Background: an optimization exercise with open tools, aiming at small area and a short achievable clock period. Do not read the settings as production practice.
No run shown here included a check of the RTL's function; only the layout flow was run.
Power figures rest on the tool's default switching activity, not on a simulated workload.

[design/flow/flow/run.sh]
#!/bin/bash
set -euo pipefail
bash standard.sh "BUFFER_PORTS_ARGS=-buffer_cell sky130_fd_sc_hd__buf_2" finish > flow_make.log 2>&1
[design/flow/standard.sh]
#!/bin/bash
# synth_recipe.tcl (not shown) runs the flow's synth.tcl, then flattens the netlist and writes it again
# the make line also repeats each setting of config.mk as NAME=value (left out here)
make -C /OpenROAD-flow-scripts/flow DESIGN_CONFIG=/design/flow/config.mk WORK_HOME=/design/flow/orfs CLKGATE_MAP_FILE= SYNTH_SCRIPT=/design/flow/synth_recipe.tcl "${@:-finish}"
[design/flow/config.mk]
export PLATFORM = sky130hd
export DESIGN_NAME = avalon_uart
export DESIGN_NICKNAME = avalon_uart
export VERILOG_FILES = /design/flow/design.v
export SDC_FILE = /design/flow/constraint.sdc
export NUM_CORES = 4
export LEC_CHECK = 0
export CAP_MARGIN = 20
export CORE_MARGIN = 2
export CORE_UTILIZATION = 40
export SETUP_SLACK_MARGIN = 1.5
export SLEW_MARGIN = 20
[design/flow/constraint.sdc]
create_clock -name core_clock -period 3.5 [get_ports {clk}]
set_input_delay 0.7000 -clock core_clock [delete_from_list [all_inputs] [get_ports {clk}]]
set_output_delay 0.7000 -clock core_clock [all_outputs]
set_load 0.01 [all_outputs]
[design/flow/design.v]
module avalon_uart (
    input               clk,
    input               rst,
    input               avn_read,
    input               avn_write,
    input [4:0]         avn_address,
    input [31:0]        avn_writedata,
    output reg [31:0]   avn_readdata,
    output              avn_waitrequest,
    output              int_txwm,
    output              int_rxwm,
    output              uart_txd,
    input               uart_rxd
);
    localparam IDLE  = 2'd0;
    localparam START = 2'd1;
    localparam DATA  = 2'd2;
    localparam STOP  = 2'd3;
    reg [7:0]   txdata_data;
    reg [2:0]   txctrl_txcnt;
    reg         txctrl_nstop;
    reg         txctrl_txen;
    reg [2:0]   rxctrl_rxcnt;
    reg         rxctrl_rxen;
    reg         ie_rxwm;
    reg         ie_txwm;
    reg [15:0]  div_div;
    reg         txdata_full;
    reg         ip_rxwm;
    reg         ip_txwm;
    reg         txdata_valid;
    wire a_txdata = avn_address == 5'h00;
    wire a_rxdata = avn_address == 5'h04;
    wire a_txctrl = avn_address == 5'h08;
    wire a_rxctrl = avn_address == 5'h0C;
    wire a_ie     = avn_address == 5'h10;
    wire a_ip     = avn_address == 5'h14;
    wire a_div    = avn_address == 5'h18;
    wire txdata_write = avn_write & a_txdata;
    wire rxdata_read  = avn_read  & a_rxdata;
    always @(posedge clk) begin
        if (rst) begin
            txdata_data  <= 8'b0;
            txctrl_txcnt <= 3'b0;
            txctrl_nstop <= 1'b0;
            txctrl_txen  <= 1'b0;
            rxctrl_rxcnt <= 3'b0;
            rxctrl_rxen  <= 1'b0;
            ie_rxwm      <= 1'b0;
            ie_txwm      <= 1'b0;
            div_div      <= 16'b0;
        end
        else begin
            if (txdata_write) txdata_data <= avn_writedata[7:0];
            if (avn_write & a_txctrl) begin
                txctrl_txcnt <= avn_writedata[18:16];
                txctrl_nstop <= avn_writedata[1];
                txctrl_txen  <= avn_writedata[0];
            end
            if (avn_write & a_rxctrl) begin
                rxctrl_rxcnt <= avn_writedata[18:16];
                rxctrl_rxen  <= avn_writedata[0];
            end
            if (avn_write & a_ie) begin
                ie_rxwm <= avn_writedata[1];
                ie_txwm <= avn_writedata[0];
            end
            if (avn_write & a_div) div_div <= avn_writedata[15:0];
        end
    end
    always @(posedge clk) txdata_valid <= txdata_write;
    reg [7:0]   txmem [0:7];
    reg [2:0]   tx_wp;
    reg [2:0]   tx_rp;
    reg [3:0]   tx_cnt;
    reg [7:0]   rxmem [0:7];
    reg [2:0]   rx_wp;
    reg [2:0]   rx_rp;
    reg [3:0]   rx_cnt;
    wire        tx_full  = tx_cnt[3];
    wire        tx_empty = tx_cnt == 4'd0;
    reg  [7:0]  tx_head;
    wire        rx_full  = rx_cnt[3];
    wire        rx_empty = rx_cnt == 4'd0;
    reg  [7:0]  rx_head;
    wire [7:0]  tx_rsel = 8'd1 << tx_rp;
    wire [7:0]  rx_rsel = 8'd1 << rx_rp;
    integer     k;
    always @* begin
        tx_head = 8'd0;
        rx_head = 8'd0;
        for (k = 0; k < 8; k = k + 1) begin
            tx_head = tx_head | (txmem[k] & {8{tx_rsel[k]}});
            rx_head = rx_head | (rxmem[k] & {8{rx_rsel[k]}});
        end
    end
    wire        tx_ready;
    wire        rx_valid;
    reg [7:0]   rx_data;
    wire        tx_push = txdata_valid & ~tx_full;
    wire        tx_pop  = ~tx_empty & tx_ready;
    wire        rx_push = rx_valid & ~rx_full;
    wire        rx_pop  = rxdata_read & ~rx_empty;
    wire [3:0]  tx_cnt_pop   = tx_push ? tx_cnt : tx_cnt - 1'b1;
    wire [3:0]  tx_cnt_nopop = tx_push ? tx_cnt + 1'b1 : tx_cnt;
    wire [3:0]  rx_cnt_pop   = rx_push ? rx_cnt : rx_cnt - 1'b1;
    wire [3:0]  rx_cnt_nopop = rx_push ? rx_cnt + 1'b1 : rx_cnt;
    always @(posedge clk) begin
        if (rst) begin
            tx_wp  <= 3'b0;
            tx_rp  <= 3'b0;
            tx_cnt <= 4'b0;
            rx_wp  <= 3'b0;
            rx_rp  <= 3'b0;
            rx_cnt <= 4'b0;
        end
        else begin
            if (tx_push) tx_wp <= tx_wp + 1'b1;
            if (tx_pop)  tx_rp <= tx_rp + 1'b1;
            tx_cnt <= tx_pop ? tx_cnt_pop : tx_cnt_nopop;
            if (rx_push) rx_wp <= rx_wp + 1'b1;
            if (rx_pop)  rx_rp <= rx_rp + 1'b1;
            rx_cnt <= rx_pop ? rx_cnt_pop : rx_cnt_nopop;
        end
    end
    always @(posedge clk) begin
        if (tx_push) txmem[tx_wp] <= txdata_data;
        if (rx_push) rxmem[rx_wp] <= rx_data;
    end
    always @(posedge clk) begin
        txdata_full <= tx_full;
        ip_txwm <= (tx_cnt < {1'b0, txctrl_txcnt}) & ie_txwm;
        ip_rxwm <= (rx_cnt > {1'b0, rxctrl_rxcnt}) & ie_rxwm;
    end
    wire a_other = ~(a_rxdata | a_txctrl | a_rxctrl | a_ie | a_ip | a_div);
    always @(posedge clk) begin
        avn_readdata[31]    <= (a_rxdata & rx_empty) | (a_other & txdata_full);
        avn_readdata[30:19] <= 12'b0;
        avn_readdata[18:16] <= ({3{a_txctrl}} & txctrl_txcnt) | ({3{a_rxctrl}} & rxctrl_rxcnt);
        avn_readdata[15:8]  <= {8{a_div}} & div_div[15:8];
        avn_readdata[7:2]   <= ({6{a_other}} & txdata_data[7:2]) | ({6{a_rxdata}} & rx_head[7:2])
                             | ({6{a_div}} & div_div[7:2]);
        avn_readdata[1]     <= (a_other & txdata_data[1]) | (a_rxdata & rx_head[1]) | (a_div & div_div[1])
                             | (a_txctrl & txctrl_nstop) | (a_ie & ie_rxwm) | (a_ip & ip_rxwm);
        avn_readdata[0]     <= (a_other & txdata_data[0]) | (a_rxdata & rx_head[0]) | (a_div & div_div[0])
                             | (a_txctrl & txctrl_txen) | (a_rxctrl & rxctrl_rxen) | (a_ie & ie_txwm)
                             | (a_ip & ip_txwm);
    end
    assign avn_waitrequest = 1'b0;
    assign int_txwm = ip_txwm;
    assign int_rxwm = ip_rxwm;
    reg [1:0]   tx_state;
    reg         tx_prev_idle;      
    reg [15:0]  tx_bcnt;
    reg         tx_tick;
    reg [2:0]   tx_ccnt;
    reg [7:0]   tx_buf;
    reg         txd;
    wire tx_idle   = tx_state == IDLE;
    assign tx_ready = tx_prev_idle & tx_idle;
    wire tx_req    = tx_ready & ~tx_empty & txctrl_txen;
    wire tx_cfire  = tx_ccnt == 3'd0;
    wire tx_cmpl   = tx_cfire & tx_tick;
    wire tx_bfire  = &tx_bcnt;
    always @(posedge clk) begin
        if (rst) tx_state <= IDLE;
        else begin
            case (tx_state)
            IDLE:  if (tx_req)  tx_state <= START;
            START: if (tx_tick) tx_state <= DATA;
            DATA:  if (tx_cmpl) tx_state <= STOP;
            STOP:  if (tx_cmpl) tx_state <= IDLE;
            endcase
        end
    end
    always @(posedge clk) begin
        if (tx_bfire || tx_prev_idle) tx_bcnt <= div_div;
        else tx_bcnt <= tx_bcnt - 1'b1;
        tx_tick <= tx_bfire;
    end
    always @(posedge clk) begin
        tx_prev_idle <= tx_idle;
        if (tx_idle) tx_buf <= tx_head;
        case (tx_state)
        START: tx_ccnt <= 3'd7;
        DATA:  if (tx_cmpl) tx_ccnt <= {2'b0, txctrl_nstop};
               else if (tx_tick) tx_ccnt <= tx_ccnt - 1'b1;
        default: if (tx_tick) tx_ccnt <= tx_ccnt - 1'b1;
        endcase
        case (tx_state)
        START:   txd <= 1'b0;
        DATA:    txd <= tx_buf[~tx_ccnt];
        default: txd <= 1'b1;
        endcase
    end
    assign uart_txd = txd;
    reg [1:0]   rxd_sync;
    reg [1:0]   rx_state;
    reg         rx_bclear;
    reg [15:0]  rx_bcnt;
    reg         rx_tick;
    reg [11:0]  rx_scnt;
    reg         rx_sample;
    reg [2:0]   rx_ccnt;
    reg [2:0]   rx_smp;
    wire rxd_s     = rxd_sync[1];
    wire rx_idle   = rx_state == IDLE;
    wire rx_cfire  = rx_ccnt == 3'd0;
    wire rx_cmpl   = rx_cfire & rx_tick;
    wire rx_sfire  = rx_smp == 3'd0;
    wire rx_bfire  = &rx_bcnt;
    wire rx_scfire = rx_scnt == 12'd0;
    wire [11:0] div_hi_p1 = div_div[15:4] + (&div_div[3:0]);
    assign rx_valid = rx_idle & ~rx_bclear;
    always @(posedge clk) begin
        if (rst) rxd_sync <= 2'b11;
        else rxd_sync <= {rxd_sync[0], uart_rxd};
    end
    always @(posedge clk) begin
        if (rst) rx_state <= IDLE;
        else begin
            case (rx_state)
            IDLE:  if (!rxd_s & rxctrl_rxen) rx_state <= START;
            START: if (rx_sfire) rx_state <= DATA;
            DATA:  if (rx_cmpl) rx_state <= STOP;
            STOP:  if (rx_cmpl) rx_state <= IDLE;
            endcase
        end
    end
    always @(posedge clk) begin
        if (rx_bfire || rx_bclear) rx_bcnt <= div_div;
        else rx_bcnt <= rx_bcnt - 1'b1;
        rx_tick <= rx_bfire;
        if (rx_scfire || rx_bclear) rx_scnt <= div_hi_p1;
        else rx_scnt <= rx_scnt - 1'b1;
        rx_sample <= rx_scfire;
    end
    always @(posedge clk) begin
        rx_bclear <= rx_idle | ((rx_state == START) & rx_sfire);
        case (rx_state)
        IDLE:  rx_smp <= 3'd7;
        START: if (rx_sample) rx_smp <= rx_smp - 1'b1;
        default: ;
        endcase
        case (rx_state)
        START: rx_ccnt <= 3'd7;
        DATA:  if (rx_cmpl) rx_ccnt <= {2'b0, txctrl_nstop};
               else if (rx_tick) rx_ccnt <= rx_ccnt - 1'b1;
        default: if (rx_tick) rx_ccnt <= rx_ccnt - 1'b1;
        endcase
        if ((rx_state == DATA) & rx_tick) rx_data <= {rxd_s, rx_data[7:1]};
    end
endmodule
==> flow_summary.toml, run 1 <==
[routing]
top_layer = "met4"
drc_markers = 0
routed_wire_length_per_instance_um = 17.37
drt-met1-wl_um = 11880
drtPass1Iterations = 8
num_vias = 8298
detail-route-antenna-nets = 0
routed_wirelength_um = 27000
viasPerCell = 5.340
number_of_drc_markers_after_the_initial_detailed_route_iteration = 628
met3RoutedLength_um = 1344
wl_met2_um = 13220

[global_routing]
grt_max_degree = 33
initial_antenna_violation_count = 3
grt_pass1_vias = 8073
total_overflow_reported_by_the_global_router = 0
grt_first_pass_wirelength_um = 42910
grt_usage = 0.1699

[synthesis]
synth_edf_count = 147
postSynthCellCount = 1062
postSynth.topFlopCell = "sky130_fd_sc_hd__edfxtp_1"
synth_seq_area_share = 0.5930
syn_area_um2 = 12200
ys_types = 64
yosysWarningCount = 1
synth-async-reset-ratio = 0
yosys_register_bits = 288
avgSynthCellArea_um2 = 11.49

[critical_path]
cp_data_required_time_ns = 3.97
largest_stage_delay_worst_path_ns = 0.55
worstSetupEndpointType = "flop"
regToRegEndpoint = "tx_cnt[3]"
cp_max_fo = 3
r2r_start = "tx_cnt[0]"
critical-path-slowest-cell = "sky130_fd_sc_hd__or4_4"
cp_common_cell = "sky130_fd_sc_hd__a21o_1"
crit_arrival_ns = 2.66
worst-r2r-cell-count = 8
critical-path-top-delay-family = "simple AND/OR/NAND/NOR gates"
crit_path_start_kind = "flop"
critPathKind = "flop to flop"
crit_path_cell_trace = "or4_4, nand3_4, inv_6, ha_4, a21o_1, a21o_1, or4_1, a31oi_1"
path_buf_inv = 1
rrSetupSlack_ns = 1.32

[placement]
io_buffers = 51
pre_cts_slack_ns = 0.7805
dp_cells = 1476
routabilityCongestion = 0.7882
detailedPlacementHpwl_um = 18330

[sta]
tightest_pin_transition_ns = 0.8253
rsz0062_at_grt = "true"
fin_crit_ns = 2.184
timing.final.setup_violations = 0
max_slew_margin = 0.4455
timing_hold_violations_final = 0
slew_violations = 0
finalClockSkew_ns = 0.02389
setup_slack_ns = 1.316
final_min_period_over_clock_period = 0.6239
tns_ns = 0
max_freq_mhz = 458.0

[power]
leakagePower_nw = 5.305
design_power_total_mw = 11.29
vdd_ir_drop_max_uv = 465.5
power.density_cell_area_nw_per_um2 = 778.6

[die]
placeableCoreArea_um2 = 29870
io_pins = 78
die_w_um = 178.7
core.rowCount = 63
die-height_um = 178.7
floorplan.die_area_um2 = 31920
initial_core_util = 0.4085

[cells_and_area]
seq_area_um2 = 7266
multi_input_area_um2 = 4861
layout-drive-gt1-share = 0.1869
final_stage_net_count = 1226
nFillCells = 2682
area_growth_pct = 18.79
fin_cells = 1554

[hold_path]
hold_path_end = "rxd_sync[0]"
min_from = "uart_rxd"
hold-path-cell-count = 2
hp-class = "primary input to flop"

[job]
maxCapViolations = 0

[clock_network]
cts-htree-levels = 1
cts_tree = "done"
cts.reportedPaths.clkPinSlew_ns = 0.06
clk_root_buffer_cell = "sky130_fd_sc_hd__clkbuf_16"
cts-buffers-inserted = 31
clock_latency_ns = 0.56
max-clock-path-buffers = 3
numClockSinks = 288

[status]
run_status = "no timing/DRC/antenna violations"
-- cells in the final DEF, fill, tap and decap left out, types with 13 or more instances in the layout --
cell	synthesis	final
sky130_fd_sc_hd__xor2_1	29	29
sky130_fd_sc_hd__dfxtp_1	141	128
sky130_fd_sc_hd__nand3_1	26	24
sky130_fd_sc_hd__o21ai_0	69	67
sky130_fd_sc_hd__nand2_1	125	124
sky130_fd_sc_hd__mux2i_1	30	30
sky130_fd_sc_hd__inv_1	39	33
sky130_fd_sc_hd__nand4_1	13	13
sky130_fd_sc_hd__nor2_1	43	42
sky130_fd_sc_hd__buf_2	1	52
sky130_fd_sc_hd__clkbuf_16	0	31
sky130_fd_sc_hd__ha_1	45	31
sky130_fd_sc_hd__conb_1	1	13
sky130_fd_sc_hd__edfxtp_1	147	147
sky130_fd_sc_hd__nor3_1	27	22
sky130_fd_sc_hd__a21oi_1	41	41
sky130_fd_sc_hd__xnor2_1	27	27
sky130_fd_sc_hd__a222oi_1	35	35
sky130_fd_sc_hd__buf_4	13	34
-- flip-flops by register name, indices dropped and copies added, names as in the netlist, 3 cells and up --
signal and count:
tx_rp 3, rx_ccnt 3, tx_buf 8, txctrl_txcnt 3
tx_wp 3, txdata_data 8, tx_cnt 4, tx_ccnt 3
rxctrl_rxcnt 3, tx_bcnt 16, rx_bcnt 16, rx_cnt 4
div_div 16, rx_data 8, rx_rp 3, rx_wp 3
rx_scnt 12, rx_smp 3, rxmem 64, avn_readdata 20
txmem 64
-- where the power goes --
part           internal [mW]  switching (mW)  leakage [nW]
sequential              3.94           0.372          2.44
clock                   2.14            1.35         0.525
combinational           1.68            1.81          2.34
-- cell families after synthesis --
| kind of cell | synth area share |
|---|---|
| other cells | 0.0003073 |
| fa+ha+maj | 0.04942 |
| simple gates | 0.1327 |
| flops | 0.5930 |
| xor+xnor | 0.04019 |
| buf+inv | 0.03650 |
| mux | 0.03291 |
| compound gates | 0.1149 |
-- worst max path at each step --
stage / start / end / slack [ns] / depth (start not counted)
floorplan: avn_address[0] / rx_cnt[3] / 1.23 / 8
global placement: avn_address[0] / rx_cnt[3] / 0.81 / 10
detailed placement: avn_address[0] / rx_cnt[3] / 0.78 / 10
CTS: tx_cnt[3] / tx_cnt[3] / 1.27 / 8
global route: rx_cnt[2] / rx_cnt[3] / 1.21 / 8
finish: tx_cnt[0] / tx_cnt[3] / 1.32 / 8
-- cell type report --
type	count	share of cell area
timing repair buffer	92	0.04203
sequential	288	0.5012
antenna	3	0.0005179
multi-input combinational	683	0.3353
tap	390	0.03366
inverter	41	0.01131
clock buffer	32	0.05377
clock inverter	25	0.02218
-- cell usage after synthesis (6+ instances only) --
| cell | count | area (um2) |
|---|---|---|
| sky130_fd_sc_hd__nand3b_1 | 6 | 45.04 |
| sky130_fd_sc_hd__nand2b_1 | 9 | 56.30 |
| sky130_fd_sc_hd__clkbuf_1 | 41 | 153.9 |
| sky130_fd_sc_hd__nand2_1 | 125 | 469.2 |
| sky130_fd_sc_hd__dfxtp_1 | 141 | 2823 |
| sky130_fd_sc_hd__nor2_1 | 43 | 161.4 |
| sky130_fd_sc_hd__nor3b_1 | 10 | 75.07 |
| sky130_fd_sc_hd__nor2b_1 | 6 | 37.54 |
| sky130_fd_sc_hd__nand3_1 | 26 | 130.1 |
| sky130_fd_sc_hd__and3_1 | 12 | 75.07 |
| sky130_fd_sc_hd__a21o_1 | 6 | 45.04 |
| sky130_fd_sc_hd__inv_1 | 39 | 146.4 |
| sky130_fd_sc_hd__nor4_1 | 16 | 100.1 |
| sky130_fd_sc_hd__a221o_1 | 10 | 100.1 |
| sky130_fd_sc_hd__nand4_1 | 13 | 81.33 |
| sky130_fd_sc_hd__mux2i_1 | 30 | 300.3 |
| sky130_fd_sc_hd__ha_1 | 45 | 563.0 |
| sky130_fd_sc_hd__a31oi_1 | 6 | 37.54 |
| sky130_fd_sc_hd__o21a_1 | 6 | 45.04 |
| sky130_fd_sc_hd__a21oi_1 | 41 | 205.2 |
| sky130_fd_sc_hd__or4_1 | 7 | 52.55 |
| sky130_fd_sc_hd__a222oi_1 | 35 | 350.3 |
| sky130_fd_sc_hd__buf_4 | 13 | 97.59 |
| sky130_fd_sc_hd__o21ai_0 | 69 | 345.3 |
| sky130_fd_sc_hd__edfxtp_1 | 147 | 4414 |
| sky130_fd_sc_hd__a221oi_1 | 6 | 52.55 |
| sky130_fd_sc_hd__xnor2_1 | 27 | 236.5 |
| sky130_fd_sc_hd__nor3_1 | 27 | 135.1 |
| sky130_fd_sc_hd__xor2_1 | 29 | 254.0 |
-- what timing repair did --
action                                  in CTS  in global routing
gates resized for setup                     35                 28
endpoints found under the setup margin      69                 89
setup buffers                                9                  9
hold buffers                                 0                  0
cloned                                       0                  0
pin swaps                                   10                 13
-- metrics by stage --
stage          hold WS [ns]    util  instance area, um2
2_1_floorplan        0.3503       -               12340
5_1_grt              0.3598  0.4852               14500
3_5_place_dp         0.3989  0.4346               12980
4_1_cts              0.3543  0.4794               14320
6_report             0.3837  0.4852               14500
3_3_place_gp         0.3983  0.4344               12980
-- metal layers --
metal | up-vias | GRT usage
met1 | 3994 | 0.2260
li1 | 4065 | -
met2 | 193 | 0.2896
met5 | - | 0
met3 | 46 | 0.02290
met4 | 0 | 0.04980
==> inputs of run 2 (changes only) <==
--- a/design/flow/config.mk
+++ b/design/flow/config.mk
@@ -10,3 +10,3 @@
 export CORE_UTILIZATION = 40
-export SETUP_SLACK_MARGIN = 1.5
+export SETUP_SLACK_MARGIN = 2.0
 export SLEW_MARGIN = 20
==> run 2 against run 1 <==
Compared with the run above:
- still clean on timing, DRC and antenna
- via count is 7.4% higher
- first-iteration DRC count is 1.9% lower
- worst hold slack worse by 0.060 ns
- routed wire length is 17% higher
- power is 14% higher
- die area stayed put
- non-clock buffer count is 90 higher
- critical path type unchanged
- largest power group is now combinational cells
==> flow_summary.toml, run 2 <==
[status]
run_status = "no timing/DRC/antenna violations"

[synthesis]
yosysWarningCount = 1
syn_area_um2 = 12200
yosys_register_bits = 288
netlist_top_cells_count = "sky130_fd_sc_hd__edfxtp_1 (147), sky130_fd_sc_hd__dfxtp_1 (141), sky130_fd_sc_hd__nand2_1 (125)"
synth_area_leaders = "sky130_fd_sc_hd__edfxtp_1 (36%), sky130_fd_sc_hd__dfxtp_1 (23%), sky130_fd_sc_hd__ha_1 (4.6%), sky130_fd_sc_hd__nand2_1 (3.8%), sky130_fd_sc_hd__a222oi_1 (2.9%)"
postSynth.topFlopCell = "sky130_fd_sc_hd__edfxtp_1"
synth_largest_area_cell = "sky130_fd_sc_hd__edfxtp_1"
yosys.cell_count.top_type = "sky130_fd_sc_hd__edfxtp_1"
synth_edf_count = 147
synth_compound_gate_area_share = 0.1149
synth_adder_area_share = 0.04942
synth_seq_area_share = 0.5930
largest_family_of_logic_cells_by_synthesized_area = "simple AND/OR/NAND/NOR gates"
yosys.area_share.xor_xnor = 0.04019
postSynthCellCount = 1062
post_synth_mux_area_share = 0.03291
synth.top_cell.area_share = 0.3617
ys_types = 64
avgSynthCellArea_um2 = 11.49
synth-simple-area-share = 0.1327
synth-async-reset-ratio = 0

[clock_network]
hold_buffers = 0
clk_root_buffer_cell = "sky130_fd_sc_hd__clkbuf_16"
cts_tree = "done"
cts-buffers-inserted = 30
max-clock-path-buffers = 3
cts-htree-levels = 1
cts.reportedPaths.clkPinSlew_ns = 0.06
numClockSinks = 288
clock_latency_ns = 0.58

[routing]
viasPerCell = 5.437
drtPass1Iterations = 5
drc_markers = 0
num_vias = 8916
number_of_drc_markers_after_the_initial_detailed_route_iteration = 616
routed_wire_length_per_instance_um = 19.26
routed_wirelength_um = 31590
detail-route-antenna-nets = 0

[job]
maxCapViolations = 0

[placement]
io_buffers = 51
routabilityCongestion = 0.8113
detailedPlacementHpwl_um = 18290

[die]
floorplan.die_area_um2 = 31920
die-height_um = 178.7
placeableCoreArea_um2 = 29870
core.rowCount = 63
initial_core_util = 0.4085
die_w_um = 178.7
io_pins = 78

[cells_and_area]
most-common-layout-cells = "sky130_fd_sc_hd__edfxtp_1 (147), sky130_fd_sc_hd__nand2_1 (99), sky130_fd_sc_hd__buf_4 (75)"
area_growth_pct = 36.91
final_stage_net_count = 1316
final_core_utilization = 0.5592
layout-drive-gt1-share = 0.3907
reg.largest.list = "rxmem: 64 flops, txmem: 64 flops, avn_readdata: 20 flops"
layout_commonest_cell = "sky130_fd_sc_hd__edfxtp_1"

[global_routing]
total_overflow_reported_by_the_global_router = 0
initial_antenna_violation_count = 1
grt_pass1_vias = 8465
grt_usage = 0.1906
grt_first_pass_wirelength_um = 47310
grt_max_degree = 42

[hold_path]
hold-path-cell-count = 2
hp-class = "primary input to flop"
min_from = "uart_rxd"
hold_path_end = "rxd_sync[0]"

[critical_path]
cp_max_fo = 3
rrSetupSlack_ns = 1.19
worst-r2r-cell-count = 8
startpoint = "rx_cnt[3]"
crit_arrival_ns = 2.80
cp_data_required_time_ns = 3.98
r2r_start = "rx_cnt[3]"
crit_path_start_kind = "flop"
critPathKind = "flop to flop"
regToRegEndpoint = "rx_cnt[3]"
worstSetupEndpointType = "flop"

[sta]
tightest_pin_transition_ns = 0.8867
final_min_period_over_clock_period = 0.6611
slew_violations = 0
timing.final.setup_violations = 0
fin_crit_ns = 2.314
rsz0062_at_grt = "true"
max_freq_mhz = 432.2
tns_ns = 0
timing_hold_violations_final = 0
max_slew_margin = 0.4089
finalClockSkew_ns = 0.02428

[power]
leakagePower_nw = 6.173
vdd_ir_drop_max_uv = 344.4
power.density_cell_area_nw_per_um2 = 771.4
[run 2: area by class of cell]
type	count	area, um2
Inverter	41	176.4
Timing Repair Buffer	182	1749
Clock inverter	9	151.4
Multi-Input combinational cell	684	5833
Fill cell	2339	13170
Antenna cell	1	2.502
Sequential cell	288	7408
Tap cell	390	488.0
Clock buffer	45	898.4
[run 2: timing repair]
action	CTS	global route
pin swaps	77	75
resized for setup	229	163
setup endpoints to repair	249	184
buffers inserted	81	35
gates cloned	5	1
[run 2: how the worst max path moves through the flow]
stage	slack, ns	end
floorplan	1.25	rx_cnt[3]
global placement	0.85	rx_cnt[3]
global route	1.15	rx_cnt[3]
finish	1.19	rx_cnt[3]
CTS	1.31	tx_cnt[3]
detailed placement	0.84	rx_cnt[3]
[run 2: per-stage QoR]
stage | cells | setup WS [ns] | hold slack, ns | cell area (um2) | power, mW
final | 1640 | 1.186 | 0.3234 | 16710 | 12.89
after global routing | 1640 | 1.151 | 0.3175 | 16710 | 13.60
after CTS | 1603 | 1.309 | 0.3186 | 15890 | 12.06
after detailed placement | 1463 | 0.8403 | 0.3998 | 13240 | 7.808
after global placement | 1463 | 0.8544 | 0.3963 | 13240 | 7.751
after floorplan | 1074 | 1.251 | 0.3506 | 12830 | 7.184
[run 2: layer usage]
layer	vias to the layer above	share of wire	wire, um	global-route usage
met3	54	0.052	1633	0.02205
li1	4244	-	-	-
met2	248	0.50	15690	0.3248
met1	4370	0.42	13400	0.2570
met5	-	0	0	0
met4	0	0.028	869	0.05318
[run 2: worst max-delay path, stage by stage (launching register included)]
cell	delay [ns]
sky130_fd_sc_hd__dfxtp_4	0.34
sky130_fd_sc_hd__o41a_1	0.49
sky130_fd_sc_hd__nand3_4	0.12
sky130_fd_sc_hd__inv_6	0.05
sky130_fd_sc_hd__ha_4	0.20
sky130_fd_sc_hd__a21o_1	0.16
sky130_fd_sc_hd__a21o_1	0.19
sky130_fd_sc_hd__or4_1	0.48
sky130_fd_sc_hd__a31oi_2	0.19
[run 2: report_power, final]
part | internal, mW | leakage [nW] | total (mW) | switching, mW
registers | 3.99 | 2.48 | 4.43 | 0.436
logic | 2.61 | 3.18 | 5.13 | 2.52
clock network | 1.99 | 0.510 | 3.33 | 1.34
total | 8.60 | 6.17 | 12.9 | 4.29
[run 2: cells by family after synthesis]
group,Yosys count
fa+ha+maj,47
other cells,1
simple gates,325
buf+inv,103
flops,288
compound gates,205
xor+xnor,56
mux,37
==> inputs of run 3 (changes only) <==
--- a/design/flow/design.v
+++ b/design/flow/design.v
@@ -155,2 +155,3 @@
     reg         tx_tick;
+    reg         tx_bfire;
     reg [2:0]   tx_ccnt;
@@ -163,3 +164,4 @@
     wire tx_cmpl   = tx_cfire & tx_tick;
-    wire tx_bfire  = &tx_bcnt;
+    wire div_ones  = &div_div;
+    wire tx_reload = tx_bfire | tx_prev_idle;
     always @(posedge clk) begin
@@ -176,4 +178,5 @@
     always @(posedge clk) begin
-        if (tx_bfire || tx_prev_idle) tx_bcnt <= div_div;
+        if (tx_reload) tx_bcnt <= div_div;
         else tx_bcnt <= tx_bcnt - 1'b1;
+        tx_bfire <= tx_reload ? div_ones : (tx_bcnt == 16'd0);
         tx_tick <= tx_bfire;
@@ -201,3 +204,5 @@
     reg         rx_tick;
+    reg         rx_bfire;      
     reg [11:0]  rx_scnt;
+    reg         rx_scfire;     
     reg         rx_sample;
@@ -210,5 +215,5 @@
     wire rx_sfire  = rx_smp == 3'd0;
-    wire rx_bfire  = &rx_bcnt;
-    wire rx_scfire = rx_scnt == 12'd0;
     wire [11:0] div_hi_p1 = div_div[15:4] + (&div_div[3:0]);
+    wire rx_breload = rx_bfire | rx_bclear;
+    wire rx_sreload = rx_scfire | rx_bclear;
     assign rx_valid = rx_idle & ~rx_bclear;
@@ -230,7 +235,9 @@
     always @(posedge clk) begin
-        if (rx_bfire || rx_bclear) rx_bcnt <= div_div;
+        if (rx_breload) rx_bcnt <= div_div;
         else rx_bcnt <= rx_bcnt - 1'b1;
+        rx_bfire <= rx_breload ? div_ones : (rx_bcnt == 16'd0);
         rx_tick <= rx_bfire;
-        if (rx_scfire || rx_bclear) rx_scnt <= div_hi_p1;
+        if (rx_sreload) rx_scnt <= div_hi_p1;
         else rx_scnt <= rx_scnt - 1'b1;
+        rx_scfire <= rx_sreload ? (div_hi_p1 == 12'd0) : (rx_scnt == 12'd1);
         rx_sample <= rx_scfire;
--- a/design/flow/config.mk
+++ b/design/flow/config.mk
@@ -10,3 +10,5 @@
 export CORE_UTILIZATION = 40
-export SETUP_SLACK_MARGIN = 2.0
+export CTS_BUF_LIST = sky130_fd_sc_hd__clkbuf_8
+export CTS_CLUSTER_SIZE = 20
+export SETUP_SLACK_MARGIN = 1.5
 export SLEW_MARGIN = 20
==> run 3 against run 2 <==
Compared with the run above:
- still clean on timing, DRC and antenna
- routed wire length is 15% lower
- synthesized area is essentially flat
- power is 27% lower
- sequential cell count up 3
- critical path depth unchanged
- synthesized cell count is the same
- core utilization fell by 8.5 points
- die area is essentially flat
- combinational power is about 50% lower
- sequential power decreased by 6.8%
- first-iteration DRC count increased by 6.0%
- count of clock-buffer cells in the layout increased by 8
- critical endpoint unchanged
==> flow_summary.toml, run 3 <==
[sta]
setup_slack_ns = 1.455
final_min_period_over_clock_period = 0.5842
worst_hold_slack_ns = 0.2783
max_slew_margin = 0.3500
tightest_pin_transition_ns = 0.9750
slew_violations = 0
tns_ns = 0
max_freq_mhz = 489.1
rsz0062_at_grt = "true"
fin_crit_ns = 2.045
finalClockSkew_ns = 0.06148
timing.final.setup_violations = 0
timing_hold_violations_final = 0

[routing]
num_vias = 8166
viasPerCell = 5.201
drc_markers = 0
drtPass1Iterations = 5
number_of_drc_markers_after_the_initial_detailed_route_iteration = 653
detail-route-antenna-nets = 0
routed_wire_length_per_instance_um = 17.12
routed_wirelength_um = 26870

[clock_network]
cts_tree = "done"
cts-buffers-inserted = 49
clock_latency_ns = 0.61
clk_root_buffer_cell = "sky130_fd_sc_hd__clkbuf_8"
max-clock-path-buffers = 3
cts-htree-levels = 2
numClockSinks = 291
cts.reportedPaths.clkPinSlew_ns = 0.06

[synthesis]
postSynthCellCount = 1062
synth_largest_area_cell = "sky130_fd_sc_hd__edfxtp_1"
synth-async-reset-ratio = 0
yosys_register_bits = 291
synth_area_leaders = "sky130_fd_sc_hd__edfxtp_1 (36%), sky130_fd_sc_hd__dfxtp_1 (24%), sky130_fd_sc_hd__ha_1 (4.4%), sky130_fd_sc_hd__nand2_1 (3.5%), sky130_fd_sc_hd__xnor2_1 (3.2%)"
syn_area_um2 = 12210
yosysWarningCount = 1
avgSynthCellArea_um2 = 11.50
postSynth.topFlopCell = "sky130_fd_sc_hd__edfxtp_1"
yosys.cell_count.top_type = "sky130_fd_sc_hd__edfxtp_1"
synth.top_cell.area_share = 0.3614
ys_types = 65
synth_seq_area_share = 0.5975
synth_edf_count = 147
netlist_top_cells_count = "sky130_fd_sc_hd__edfxtp_1 (147), sky130_fd_sc_hd__dfxtp_1 (144), sky130_fd_sc_hd__nand2_1 (113)"

[cells_and_area]
reg.largest.list = "rxmem: 64 flops, txmem: 64 flops, avn_readdata: 20 flops"
diodes = 0
final_stage_net_count = 1228
nFillCells = 2700
area_growth_pct = 15.90
layout_commonest_cell = "sky130_fd_sc_hd__edfxtp_1"
layout-drive-gt1-share = 0.1797
final_core_utilization = 0.4738
most-common-layout-cells = "sky130_fd_sc_hd__edfxtp_1 (147), sky130_fd_sc_hd__dfxtp_1 (129), sky130_fd_sc_hd__nand2_1 (111)"
fin_cells = 1570

[critical_path]
crit_arrival_ns = 2.54
cp_max_fo = 4
crit_path_start_kind = "flop"
critPathKind = "flop to flop"
worstSetupEndpointType = "flop"
cp_data_required_time_ns = 4.00

[job]
maxCapViolations = 0

[power]
vdd_ir_drop_max_uv = 330.7
leakagePower_nw = 5.475
power.density_cell_area_nw_per_um2 = 665.2

[placement]
io_buffers = 51
detailedPlacementHpwl_um = 17620
dp_cells = 1463
pre_cts_slack_ns = 0.7301
routabilityCongestion = 0.7972

[global_routing]
grt_usage = 0.1695
total_overflow_reported_by_the_global_router = 0
grt_max_degree = 38
grt_first_pass_wirelength_um = 42500
initial_antenna_violation_count = 0
grt_pass1_vias = 7884

[die]
io_pins = 78
placeableCoreArea_um2 = 29870
core.rowCount = 63
die_w_um = 178.7
floorplan.die_area_um2 = 31950
die-height_um = 178.7
initial_core_util = 0.4088

[hold_path]
hp-class = "primary input to flop"

[status]
run_status = "no timing/DRC/antenna violations"
run 3: cell types whose count changed after synthesis, sizes merged, moves of 8 or more:
cell / previous run / this run
a21oi: 41 / 31
nor4: 16 / 8
nor3: 27 / 35
nand2: 125 / 113
xor2: 29 / 20
nor3b: 11 / 2
xnor2: 27 / 45
and2: 2 / 12
nor2: 43 / 69
nand3: 26 / 34
run 3: worst paths after layout:
path	from	end	slack, ns	depth (start not counted)
setup / recovery	rx_cnt[3]	rx_cnt[3]	1.46	8
hold reg to reg	rx_bfire	rx_tick	0.35	0
hold / removal	uart_rxd	rxd_sync[0]	0.28	2
setup reg to reg	rx_cnt[3]	rx_cnt[3]	1.46	8
run 3: cell families after synthesis:
family | Yosys count | share of synthesized area
adders and majority gates | 45 | 0.04733
xor gates and xnor gates | 65 | 0.04815
AOI/OAI and AO/OA | 180 | 0.1023
other | 1 | 0.0003071
buffers and inverters | 106 | 0.03760
and+or+nand+nor | 333 | 0.1307
DFF | 291 | 0.5975
muxes | 41 | 0.03606
run 3: layout make-up:
class                   count  area, um2  area share
flip-flops and latches    291       7331      0.5179
clock buffers              53      729.5     0.05153
repair buffers             83      524.3     0.03704
multi-input cells         677       4757      0.3361
inverters                  39      151.4     0.01070
well taps                 390      488.0     0.03447
clock inverters            37      173.9     0.01229
run 3: worst max-delay path, cell delays in order, from the launching register on:
cell,delay (ns)
sky130_fd_sc_hd__dfxtp_4,0.35
sky130_fd_sc_hd__or4_4,0.51
sky130_fd_sc_hd__and4_4,0.22
sky130_fd_sc_hd__ha_4,0.20
sky130_fd_sc_hd__a21o_1,0.15
sky130_fd_sc_hd__a21oi_2,0.13
sky130_fd_sc_hd__and3_1,0.18
sky130_fd_sc_hd__nor3_1,0.05
sky130_fd_sc_hd__a211oi_1,0.15
run 3: power breakdown:
| group | switching [mW] | internal, mW | leakage [nW] | total (mW) |
|---|---|---|---|---|
| Combinational | 1.38 | 1.16 | 2.36 | 2.54 |
| Clock | 1.34 | 1.41 | 0.548 | 2.74 |
| Sequential | 0.249 | 3.88 | 2.57 | 4.13 |
| Total | 2.97 | 6.45 | 5.47 | 9.42 |
run 3: metrics by stage:
step / power (mW) / area (um2)
after detailed placement: 6.624 / 12890
after CTS: 9.470 / 13980
after global routing: 10.05 / 14150
after floorplan: 6.148 / 12340
after global placement: 6.571 / 12880
final: 9.416 / 14150
run 3: repair_timing:
item,4_1_cts,5_1_grt
endpoints found under the setup margin,54,84
setup buffers,8,9
hold buffers,0,0
gates resized for setup,33,25
pin swaps,11,17
run 3: metal layers:
layer / up-vias / track usage / wire (um)
met4: 0 / 0.04946 / 459
met5: - / 0 / 0
li1: 3995 / - / -
met2: 191 / 0.2889 / 13150
met1: 3941 / 0.2221 / 11900
met3: 39 / 0.02863 / 1364
==> inputs of run 4 (changes only) <==
--- a/design/flow/config.mk
+++ b/design/flow/config.mk
@@ -10,4 +10,2 @@
 export CORE_UTILIZATION = 40
-export CTS_BUF_LIST = sky130_fd_sc_hd__clkbuf_8
-export CTS_CLUSTER_SIZE = 20
 export SETUP_SLACK_MARGIN = 1.5
==> run 4 against run 3 <==
Compared with the run above:
- still clean on timing, DRC and antenna
- clock skew down 0.028 ns
- sequential cell count stayed put
- sequential power hardly changed
- critical path depth did not move
- maximum frequency decreased by 0.54%
- global-route usage shrank 0.30 points
- worst hold slack improved by 0.030 ns
- register-to-register slack hardly changed
- critical path type unchanged
- critical endpoint unchanged
- largest power group unchanged
- highest routed layer unchanged
==> flow_summary.toml, run 4 <==
[synthesis]
netlist_top_cells_count = "sky130_fd_sc_hd__edfxtp_1 (147), sky130_fd_sc_hd__dfxtp_1 (144), sky130_fd_sc_hd__nand2_1 (113)"
synth.top_cell.area_share = 0.3614
synth-async-reset-ratio = 0
avgSynthCellArea_um2 = 11.50
synth_seq_area_share = 0.5975
yosysWarningCount = 1
synth_area_leaders = "sky130_fd_sc_hd__edfxtp_1 (36%), sky130_fd_sc_hd__dfxtp_1 (24%), sky130_fd_sc_hd__ha_1 (4.4%), sky130_fd_sc_hd__nand2_1 (3.5%), sky130_fd_sc_hd__xnor2_1 (3.2%)"
synth_edf_count = 147
ys_types = 65
yosys.cell_count.top_type = "sky130_fd_sc_hd__edfxtp_1"
yosys_register_bits = 291
syn_area_um2 = 12210
postSynth.topFlopCell = "sky130_fd_sc_hd__edfxtp_1"
synth_largest_area_cell = "sky130_fd_sc_hd__edfxtp_1"
postSynthCellCount = 1062

[cells_and_area]
fin_cells = 1536
layout_commonest_cell = "sky130_fd_sc_hd__edfxtp_1"
reg.largest.list = "rxmem: 64 flops, txmem: 64 flops, avn_readdata: 20 flops"
most-common-layout-cells = "sky130_fd_sc_hd__edfxtp_1 (147), sky130_fd_sc_hd__dfxtp_1 (129), sky130_fd_sc_hd__nand2_1 (111)"
nFillCells = 2669
diodes = 0
seq_area_um2 = 7331
area_growth_pct = 16.76
multi_input_area_um2 = 4757
final_stage_net_count = 1209
layout-drive-gt1-share = 0.1719

[critical_path]
critical-path-slowest-cell = "sky130_fd_sc_hd__or4_4"
largest_stage_delay_worst_path_ns = 0.53
crit_path_cell_trace = "or4_4, and4_4, ha_4, a21o_1, a21oi_2, and3_1, nor3_1, a211oi_1"
crit_path_start_kind = "flop"
worstSetupEndpointType = "flop"
crit_arrival_ns = 2.54
cp_max_fo = 5
critPathKind = "flop to flop"
rrSetupSlack_ns = 1.44
cp_data_required_time_ns = 3.98

[power]
p_int_mw = 6.981
leakagePower_nw = 5.410
p_sw_frac = 0.2938
vdd_ir_drop_max_uv = 449.3
power_share_of_the_clock_group = 0.327
power.density_cell_area_nw_per_um2 = 693.3
p_comb_frac = 0.256
net-switching-power_mw = 2.905
power.share.sequential = 0.417

[die]
floorplan.die_area_um2 = 31950
core.rowCount = 63
initial_core_util = 0.4088
die_w_um = 178.7
die-height_um = 178.7
io_pins = 78
placeableCoreArea_um2 = 29870

[sta]
final_min_period_over_clock_period = 0.5874
slew_violations = 0
max_slew_margin = 0.3511
timing.final.setup_violations = 0
tightest_pin_transition_ns = 0.9734
finalClockSkew_ns = 0.03360
timing_hold_violations_final = 0
tns_ns = 0
max_freq_mhz = 486.4
rsz0062_at_grt = "true"
fin_crit_ns = 2.056

[clock_network]
max-clock-path-buffers = 3
cts_tree = "done"
clock_latency_ns = 0.58
clk_root_buffer_cell = "sky130_fd_sc_hd__clkbuf_16"
cts.reportedPaths.clkPinSlew_ns = 0.06
cts-buffers-inserted = 30
hold_buffers = 0
cts-htree-levels = 1
numClockSinks = 291

[routing]
routed_wire_length_per_instance_um = 17.18
drc_markers = 0
number_of_drc_markers_after_the_initial_detailed_route_iteration = 613
routed_wirelength_um = 26390
num_vias = 8060
drtPass1Iterations = 6
viasPerCell = 5.247
detail-route-antenna-nets = 0

[placement]
routabilityCongestion = 0.7972
dp_cells = 1463
detailedPlacementHpwl_um = 17620
io_buffers = 51

[global_routing]
grt_pass1_vias = 7730
grt_first_pass_wirelength_um = 41930
grt_usage = 0.1665
initial_antenna_violation_count = 0
grt_max_degree = 38
total_overflow_reported_by_the_global_router = 0

[job]
maxCapViolations = 0

[status]
run_status = "no timing/DRC/antenna violations"

[hold_path]
hp-class = "primary input to flop"
[run 4: cell counts after synthesis]
No cell type changed its count.
[run 4: cells by family (layout without fill, tap and decap cells)]
group	count (synthesis)	in the layout	share of synthesized area
AO/OA/AOI/OAI	180	180	0.1023
XOR/XNOR	65	65	0.04815
adder cells (fa/ha/maj)	45	45	0.04733
buffers and inverters	106	178	0.03760
flip-flops	291	291	0.5975
multiplexers	41	41	0.03606
other	1	13	0.0003071
AND/OR/NAND/NOR	333	333	0.1307
[run 4: layer usage]
layer	vias up	track usage	wire length, um
li1	3949	-	-
met1	3897	0.2212	11900
met2	177	0.2880	12900
met3	37	0.02078	1110
met4	0	0.04404	478
met5	-	0	0
[run 4: worst paths after layout]
| kind | startpoint | end | cells after the start |
|---|---|---|---|
| setup / recovery | rx_cnt[0] | rx_cnt[3] | 8 |
| hold / removal | uart_rxd | rxd_sync[0] | 2 |
| setup reg to reg | rx_cnt[0] | rx_cnt[3] | 8 |
| hold reg to reg | rx_scfire | rx_sample | 0 |
[run 4: timing repair]
item                                    in CTS  in global routing
buffers inserted                             9                  8
pin swaps                                   13                 23
resized for setup                           35                 25
endpoints found under the setup margin      54                 84
[run 4: critical path, delay by kind of cell, from the launching register on]
| family | cells | cell delay [ns] |
|---|---|---|
| AND/OR/NAND/NOR | 4 | 0.99 |
| adder cells (fa/ha/maj) | 1 | 0.21 |
| AO/OA/AOI/OAI | 3 | 0.44 |
| flip-flops | 1 | 0.32 |
[run 4: per-stage QoR]
step | setup WS [ns] | total power, mW | hold WS, ns | util | area [um2]
floorplan | 1.306 | 6.148 | 0.3235 | - | 12340
global placement | 0.7284 | 6.571 | 0.3394 | 0.4312 | 12880
detailed placement | 0.7301 | 6.624 | 0.3378 | 0.4314 | 12890
CTS | 1.342 | 9.934 | 0.2890 | 0.4715 | 14090
global route | 1.389 | 10.51 | 0.3028 | 0.4773 | 14260
finish | 1.444 | 9.886 | 0.3085 | 0.4773 | 14260
[run 4: power groups by stage]
stage | clock network, mW | logic (mW) | registers (mW)
global route | 3.45 | 2.89 | 4.16
floorplan | 0 | 2.03 | 4.12
CTS | 3.31 | 2.50 | 4.13
detailed placement | 0 | 2.43 | 4.19
global placement | 0 | 2.39 | 4.18
finish | 3.23 | 2.53 | 4.12
[run 4: final cells by class]
| type | instances | area share |
|---|---|---|
| inverters | 39 | 0.01062 |
| flip-flops and latches | 291 | 0.5141 |
| repair buffers | 83 | 0.03641 |
| well taps | 390 | 0.03422 |
| clock inverters | 20 | 0.01685 |
| clock buffers | 36 | 0.05422 |
| multi-input cells | 677 | 0.3336 |
==> inputs of run 5 (changes only) <==
--- a/design/flow/design.v
+++ b/design/flow/design.v
@@ -79,7 +79,7 @@
     reg [3:0]   rx_cnt;
+    reg         tx_empty;      
+    reg         rx_empty;      
     wire        tx_full  = tx_cnt[3];
-    wire        tx_empty = tx_cnt == 4'd0;
     reg  [7:0]  tx_head;
     wire        rx_full  = rx_cnt[3];
-    wire        rx_empty = rx_cnt == 4'd0;
     reg  [7:0]  rx_head;
@@ -97,3 +97,3 @@
     wire        tx_ready;
-    wire        rx_valid;
+    reg         rx_valid;
     reg [7:0]   rx_data;
@@ -112,2 +112,4 @@
             tx_cnt <= 4'b0;
+            tx_empty <= 1'b1;
+            rx_empty <= 1'b1;
             rx_wp  <= 3'b0;
@@ -120,2 +122,3 @@
             tx_cnt <= tx_pop ? tx_cnt_pop : tx_cnt_nopop;
+            tx_empty <= ~tx_push & (tx_pop ? (tx_cnt == 4'd1) : tx_empty);
             if (rx_push) rx_wp <= rx_wp + 1'b1;
@@ -123,2 +126,3 @@
             rx_cnt <= rx_pop ? rx_cnt_pop : rx_cnt_nopop;
+            rx_empty <= ~rx_push & (rx_pop ? (rx_cnt == 4'd1) : rx_empty);
         end
@@ -218,3 +222,2 @@
     wire rx_sreload = rx_scfire | rx_bclear;
-    assign rx_valid = rx_idle & ~rx_bclear;
     always @(posedge clk) begin
@@ -241,3 +244,4 @@
         else rx_scnt <= rx_scnt - 1'b1;
-        rx_scfire <= rx_sreload ? (div_hi_p1 == 12'd0) : (rx_scnt == 12'd1);
+        rx_scfire <= rx_sreload ? (((div_div[15:4] == 12'd0) & ~(&div_div[3:0])) | div_ones)
+                                : (rx_scnt == 12'd1);
         rx_sample <= rx_scfire;
@@ -246,2 +250,3 @@
         rx_bclear <= rx_idle | ((rx_state == START) & rx_sfire);
+        rx_valid  <= (rx_state == STOP) & rx_cmpl;
         case (rx_state)
==> design/flow/flow/run.sh (replaced) <==
#!/bin/bash
set -euo pipefail
bash standard.sh "BUFFER_PORTS_ARGS=-buffer_cell sky130_fd_sc_hd__buf_2" \
  "CTS_ARGS=-sink_clustering_enable -repair_clock_nets -sink_clustering_size 16 -sink_clustering_max_diameter 60 -buf_list sky130_fd_sc_hd__clkbuf_8 -dont_use_dummy_load" \
  finish > flow_make.log 2>&1
--- a/design/flow/config.mk
+++ b/design/flow/config.mk
@@ -9,3 +9,4 @@
 export CORE_MARGIN = 2
-export CORE_UTILIZATION = 40
+export CORE_UTILIZATION = 65
+export PLACE_DENSITY = 0.75
 export SETUP_SLACK_MARGIN = 1.5
==> run 5 against run 4 <==
Compared with the run above:
- still clean
- critical path depth shrank 3
- cell area shrank 7.3%
- sequential share of layout area grew 4.3 points
- synthesized area grew 1.4%
- largest cell class unchanged
- largest power group unchanged
==> flow_summary.toml, run 5 <==
[status]
run_status = "no timing/DRC/antenna violations"

[critical_path]
worstSetupEndpointType = "flop"
crit_arrival_ns = 2.41
regToRegEndpoint = "rx_state[0]"
cp_max_fo = 15
worst-r2r-cell-count = 7
r2r_start = "rx_state[0]"
crit_path_start_kind = "primary input"
rrSetupSlack_ns = 1.56
cp_data_required_time_ns = 3.94
critPathKind = "primary input to flop"

[global_routing]
total_overflow_reported_by_the_global_router = 0
grt_first_pass_wirelength_um = 39950
grt_pass1_vias = 7633
grt_usage = 0.2512
grt_max_degree = 48
initial_antenna_violation_count = 1

[power]
vdd_ir_drop_max_uv = 437.3
power.share.sequential = 0.507
p_int_mw = 5.650
p_comb_frac = 0.306
net-switching-power_mw = 2.653
power_share_of_the_clock_group = 0.188
leakagePower_nw = 4.934
power.density_cell_area_nw_per_um2 = 628.3
p_sw_frac = 0.3195

[cells_and_area]
layout-drive-gt1-share = 0.1209
area_growth_pct = 6.698
final_core_utilization = 0.7065
most-common-layout-cells = "sky130_fd_sc_hd__edfxtp_1 (147), sky130_fd_sc_hd__dfxtp_1 (142), sky130_fd_sc_hd__nor2_1 (91)"
reg.largest.list = "rxmem: 64 flops, txmem: 64 flops, avn_readdata: 20 flops"
final_stage_net_count = 1206
layout_commonest_cell = "sky130_fd_sc_hd__edfxtp_1"

[sta]
max_slew_margin = 0.4520
finalClockSkew_ns = 0.03821
worst_hold_slack_ns = 0.3356
tns_ns = 0
rsz0062_at_grt = "false"
tightest_pin_transition_ns = 0.8190
timing_hold_violations_final = 0
timing.final.setup_violations = 0
max_freq_mhz = 507.3
final_min_period_over_clock_period = 0.5632
slew_violations = 0
fin_crit_ns = 1.971

[hold_path]
hp-class = "primary input to flop"
hold_path_end = "rxd_sync[0]"
min_from = "uart_rxd"
hold-path-cell-count = 2

[die]
core.rowCount = 50
initial_core_util = 0.6621
die_w_um = 142.0
io_pins = 78
die-height_um = 142.0
floorplan.die_area_um2 = 20180
placeableCoreArea_um2 = 18710

[synthesis]
ys_types = 69
yosysWarningCount = 1
syn_area_um2 = 12390
avgSynthCellArea_um2 = 11.38
synth_edf_count = 147
postSynthCellCount = 1088
netlist_top_cells_count = "sky130_fd_sc_hd__dfxtp_1 (147), sky130_fd_sc_hd__edfxtp_1 (147), sky130_fd_sc_hd__nor2_1 (94)"
synth-async-reset-ratio = 0
synth_largest_area_cell = "sky130_fd_sc_hd__edfxtp_1"
synth_area_leaders = "sky130_fd_sc_hd__edfxtp_1 (36%), sky130_fd_sc_hd__dfxtp_1 (24%), sky130_fd_sc_hd__ha_1 (4.5%), sky130_fd_sc_hd__a222oi_1 (3.1%), sky130_fd_sc_hd__nor2_1 (2.8%)"
synth_seq_area_share = 0.5940
yosys_register_bits = 294
synth.top_cell.area_share = 0.3564
postSynth.topFlopCell = "sky130_fd_sc_hd__edfxtp_1"

[routing]
viasPerCell = 6.097
routed_wire_length_per_instance_um = 18.74
num_vias = 8243
detail-route-antenna-nets = 0
drtPass1Iterations = 9
routed_wirelength_um = 25340
drc_markers = 0
number_of_drc_markers_after_the_initial_detailed_route_iteration = 822

[placement]
detailedPlacementHpwl_um = 17200
routabilityCongestion = 0.8613
io_buffers = 51

[clock_network]
cts.reportedPaths.clkPinSlew_ns = 0.10
numClockSinks = 294
clk_root_buffer_cell = "sky130_fd_sc_hd__clkbuf_8"
cts_tree = "done"
cts-htree-levels = 1
clock_latency_ns = 0.54
max-clock-path-buffers = 3
cts-buffers-inserted = 22
hold_buffers = 0

[job]
maxCapViolations = 0
## run 5: cell count changes in the layout (fill, tap and decap cells not counted), sizes merged, moves of 7 or more
cell	previous run	this run
a21oi	31	64
nand2	113	86
o21ai	64	38
nor2	69	94
buf	83	69
clkbuf	36	22
clkinv	13	0
nor3	35	23
xnor2	45	33
a31oi	2	11
nor4	8	15
## run 5: final cells by class
cell class | instances | area, um2
timing repair buffer | 69 | 390.4
tap | 234 | 292.8
sequential | 294 | 7366
clock buffer | 22 | 302.8
inverter | 39 | 146.4
multi-input combinational | 693 | 4715
fill | 1371 | 5490
antenna | 1 | 2.502
## run 5: metal layers
layer	vias up	wire length, um	global-route usage
li1	3996	-	-
met1	3965	11550	0.3631
met2	247	11780	0.4104
met3	35	1501	0.03432
met4	0	511	0.05421
met5	-	0	0
## run 5: power by group through the flow
stage                     Clock, mW  Sequential, mW  Combinational [mW]
after floorplan                   0            4.19                2.09
after CTS                      1.59            4.19                2.49
final                          1.56            4.21                2.54
after detailed placement          0            4.27                2.46
after global placement            0            4.26                2.40
after global routing           1.70            4.25                2.92
## run 5: critical path: stages
cell                      delay, ns
sky130_fd_sc_hd__buf_2         0.19
sky130_fd_sc_hd__or4_4         0.60
sky130_fd_sc_hd__or2_0         0.35
sky130_fd_sc_hd__o22ai_1       0.24
sky130_fd_sc_hd__mux2_1        0.33
## run 5: what timing repair did
item                                    CTS  global route
pin swaps                                 0             3
gates resized for setup                   8            19
endpoints found under the setup margin   16            27
setup buffers                             0             1
## run 5: worst max-delay path by stage
stage	to	from	slack, ns	cells after the start
6_report	rx_cnt[2]	avn_address[4]	1.53	5
3_3_place_gp	txdata_data[7]	avn_write	0.95	5
2_1_floorplan	rx_cnt[2]	avn_address[3]	1.28	6
5_1_grt	rx_state[1]	rx_state[0]	1.43	7
3_5_place_dp	txdata_data[0]	avn_write	0.97	5
4_1_cts	avn_readdata[5]	rx_rp[0]	1.53	6
## run 5: kinds of logic (layout without fill, tap and decap cells)
group                      count (synthesis)  in the layout  synth area share
adders and majority gates                 45             45           0.04546
xor gates and xnor gates                  55             55           0.03889
muxes                                     39             39           0.03384
and+or+nand+nor                          343            343            0.1398
buffers and inverters                    113            130           0.03839
other                                      1             14         0.0003028
AOI/OAI and AO/OA                        198            198            0.1093
DFF                                      294            294            0.5940
## run 5: metrics by stage
stage	power (mW)	std cells	area, um2	setup slack (ns)
6_report	8.303	1352	13220	1.529
5_1_grt	8.861	1351	13210	1.434
4_1_cts	8.273	1350	13110	1.525
3_5_place_dp	6.725	1328	12780	0.9689
3_3_place_gp	6.661	1328	12780	0.9454
2_1_floorplan	6.282	1100	12430	1.276
==> inputs of run 6 (changes only) <==
==> design/flow/flow/run.sh (replaced) <==
#!/bin/bash
set -euo pipefail
bash standard.sh "BUFFER_PORTS_ARGS=-buffer_cell sky130_fd_sc_hd__buf_2" \
  "CTS_ARGS=-sink_clustering_enable -repair_clock_nets -sink_clustering_size 30 -sink_clustering_max_diameter 100 -buf_list sky130_fd_sc_hd__clkbuf_16 -dont_use_dummy_load" \
  finish > flow_make.log 2>&1
==> run 6 against run 5 <==
Compared with the run above:
- still clean
- register-to-register slack worse by 0.03 ns
- synthesized area unchanged
- final cell count shrank 0.67%
- clock skew fell by 0.020 ns
- power is 0.62% higher
- non-clock buffer count unchanged
- setup slack got worse by 0.013 ns
- combinational power barely moved
- via count is essentially flat
- first-iteration DRC count grew 1.6%
- critical endpoint unchanged
- largest power group unchanged
==> flow_summary.toml, run 6 <==
[global_routing]
grt_max_degree = 48
total_overflow_reported_by_the_global_router = 0
grt_usage = 0.2520
grt_pass1_vias = 7655
grt_first_pass_wirelength_um = 39930
initial_antenna_violation_count = 1

[critical_path]
critPathKind = "primary input to flop"
worstSetupEndpointType = "flop"
crit_arrival_ns = 2.37
cp_data_required_time_ns = 3.88
critical-path-slowest-cell = "sky130_fd_sc_hd__or4_4"
cp_max_fo = 15
crit_path_cell_trace = "buf_2, or4_4, or2_1, o22ai_1, mux2_1"
largest_stage_delay_worst_path_ns = 0.60
crit_path_start_kind = "primary input"

[routing]
drt-met1-wl_um = 11490
drtPass1Iterations = 7
num_vias = 8240
viasPerCell = 6.136
drc_markers = 0
routed_wire_length_per_instance_um = 18.84
wl_met2_um = 11870
detail-route-antenna-nets = 0
routed_wirelength_um = 25300
top_layer = "met4"
number_of_drc_markers_after_the_initial_detailed_route_iteration = 835
met3RoutedLength_um = 1424

[die]
io_pins = 78
die_w_um = 142.0
placeableCoreArea_um2 = 18710
floorplan.die_area_um2 = 20180
core.rowCount = 50
initial_core_util = 0.6621
die-height_um = 142.0

[power]
design_power_total_mw = 8.355
vdd_ir_drop_max_uv = 407.7
leakagePower_nw = 4.933
power.density_cell_area_nw_per_um2 = 630.4

[sta]
max_freq_mhz = 504.0
tightest_pin_transition_ns = 0.8043
tns_ns = 0
timing_hold_violations_final = 0
final_min_period_over_clock_period = 0.5669
rsz0062_at_grt = "true"
fin_crit_ns = 1.984
timing.final.setup_violations = 0
finalClockSkew_ns = 0.01807
slew_violations = 0
worst_hold_slack_ns = 0.3769
max_slew_margin = 0.4596

[synthesis]
yosys_register_bits = 294
synth_edf_count = 147
synth.top_cell.area_share = 0.3564
synth_seq_area_share = 0.5940
yosysWarningCount = 1
ys_types = 69
postSynth.topFlopCell = "sky130_fd_sc_hd__edfxtp_1"
postSynthCellCount = 1088
syn_area_um2 = 12390
synth_largest_area_cell = "sky130_fd_sc_hd__edfxtp_1"
avgSynthCellArea_um2 = 11.38
synth_area_leaders = "sky130_fd_sc_hd__edfxtp_1 (36%), sky130_fd_sc_hd__dfxtp_1 (24%), sky130_fd_sc_hd__ha_1 (4.5%), sky130_fd_sc_hd__a222oi_1 (3.1%), sky130_fd_sc_hd__nor2_1 (2.8%)"
netlist_top_cells_count = "sky130_fd_sc_hd__dfxtp_1 (147), sky130_fd_sc_hd__edfxtp_1 (147), sky130_fd_sc_hd__nor2_1 (94)"
synth-async-reset-ratio = 0

[clock_network]
clk_root_buffer_cell = "sky130_fd_sc_hd__clkbuf_16"
hold_buffers = 0
cts-htree-levels = 1
cts.reportedPaths.clkPinSlew_ns = 0.11
numClockSinks = 294
clock_latency_ns = 0.48
cts-buffers-inserted = 13
max-clock-path-buffers = 3
cts_tree = "done"

[placement]
io_buffers = 51
routabilityCongestion = 0.8613
detailedPlacementHpwl_um = 17200

[cells_and_area]
seq_area_um2 = 7372
nFillCells = 1386
reg.largest.list = "rxmem: 64 flops, txmem: 64 flops, avn_readdata: 20 flops"
layout-drive-gt1-share = 0.1173
area_growth_pct = 7.011
layout_commonest_cell = "sky130_fd_sc_hd__edfxtp_1"
final_core_utilization = 0.7086
multi_input_area_um2 = 4725
final_stage_net_count = 1197
most-common-layout-cells = "sky130_fd_sc_hd__edfxtp_1 (147), sky130_fd_sc_hd__dfxtp_1 (139), sky130_fd_sc_hd__nor2_1 (89)"

[hold_path]
hp-class = "flop to flop"

[job]
maxCapViolations = 0

[status]
run_status = "no timing/DRC/antenna violations"
## run 6: cell counts after synthesis
Identical to the previous run, type by type.
## run 6: path summary, 6_finish.rpt
path / slack [ns] / endpoint / startpoint / cells after the start
setup / recovery: 1.52 / rx_cnt[2] / avn_address[4] / 5
hold / removal: 0.38 / rx_tick / rx_bfire / 0
setup reg to reg: 1.53 / avn_readdata[3] / rx_rp[0] / 6
hold reg to reg: 0.38 / rx_tick / rx_bfire / 0
## run 6: metrics by stage
stage	instance area (um2)	worst slack, ns	std cells
after floorplan	12430	1.276	1100
after global placement	12780	0.9454	1328
after detailed placement	12780	0.9689	1328
after CTS	13130	1.489	1341
after global routing	13250	1.347	1342
final	13250	1.516	1343
## run 6: area by class of cell
| class | count | area share |
|---|---|---|
| clock buffers | 13 | 0.02454 |
| diodes | 1 | 0.0001888 |
| flip-flops and latches | 294 | 0.5562 |
| inverters | 39 | 0.01104 |
| multi-input cells | 693 | 0.3565 |
| repair buffers | 69 | 0.02945 |
| well taps | 234 | 0.02209 |
## run 6: timing repair
| item | CTS | global route |
|---|---|---|
| pin swaps | 0 | 4 |
| gates resized for setup | 8 | 26 |
| setup endpoints to repair | 23 | 52 |
| setup buffers | 0 | 1 |
## run 6: cell families after synthesis
group                    synth area share
AO/OA/AOI/OAI                      0.1093
adder cells (fa/ha/maj)           0.04546
flip-flops                         0.5940
buffers and inverters             0.03839
other                           0.0003028
AND/OR/NAND/NOR                    0.1398
multiplexers                      0.03384
XOR/XNOR                          0.03889
## run 6: power by group
| part | internal, mW | total (mW) | switching (mW) |
|---|---|---|---|
| logic | 1.16 | 2.52 | 1.35 |
| registers | 3.90 | 4.20 | 0.297 |
| clock network | 0.675 | 1.64 | 0.961 |
| total | 5.74 | 8.36 | 2.61 |
## run 6: worst max-delay path, delay by kind of cell
kind / cells / cell delay, ns
AOI/OAI and AO/OA: 1 / 0.22
muxes: 1 / 0.33
and+or+nand+nor: 2 / 0.93
buffers and inverters: 1 / 0.19
## run 6: routing by layer
| layer | up-vias | GRT usage |
|---|---|---|
| met2 | 266 | 0.4134 |
| met3 | 36 | 0.02961 |
| met5 | - | 0 |
| met1 | 3943 | 0.3635 |
| met4 | 0 | 0.06053 |
| li1 | 3995 | - |

-- re-timing with driven ports --
Ports are ideal in the flow. The routed layouts listed here were re-timed in OpenROAD.
Step 1: set_driving_cell puts a clkbuf_16 on clk and a buf_2 on each other input, an assumption about the parent block.
Step 2 times the ports against the registers' clock, not the clock port: input delays grow and output delays shrink by t, the midpoint of the rising clock arrivals with the driver on.
a / b / c = no drivers / after step 1 / after step 2; a / b = the first two.
run | t (ns) | slack for setup (ns) | pins driven straight from the clock port
run 1 | 0.595 | 1.316 / 1.316 / 0.831 | 1
run 2 | 0.615 | 1.186 / 1.186 / 0.681 | 1
run 3 | 0.619 | 1.455 / 1.455 / 1.002 | 1
run 4 | 0.607 | 1.444 / 1.444 / 0.992 | 1
run 5 | 0.566 | 1.529 / 1.556 / 0.990 | 1
run 6 | 0.518 | 1.516 / 1.532 / 1.025 | 1
After both steps every run listed still meets setup and hold. For run 5, which loses most, drivers alone change the setup slack by +0.027 ns; drivers and shift together by -0.539 ns.
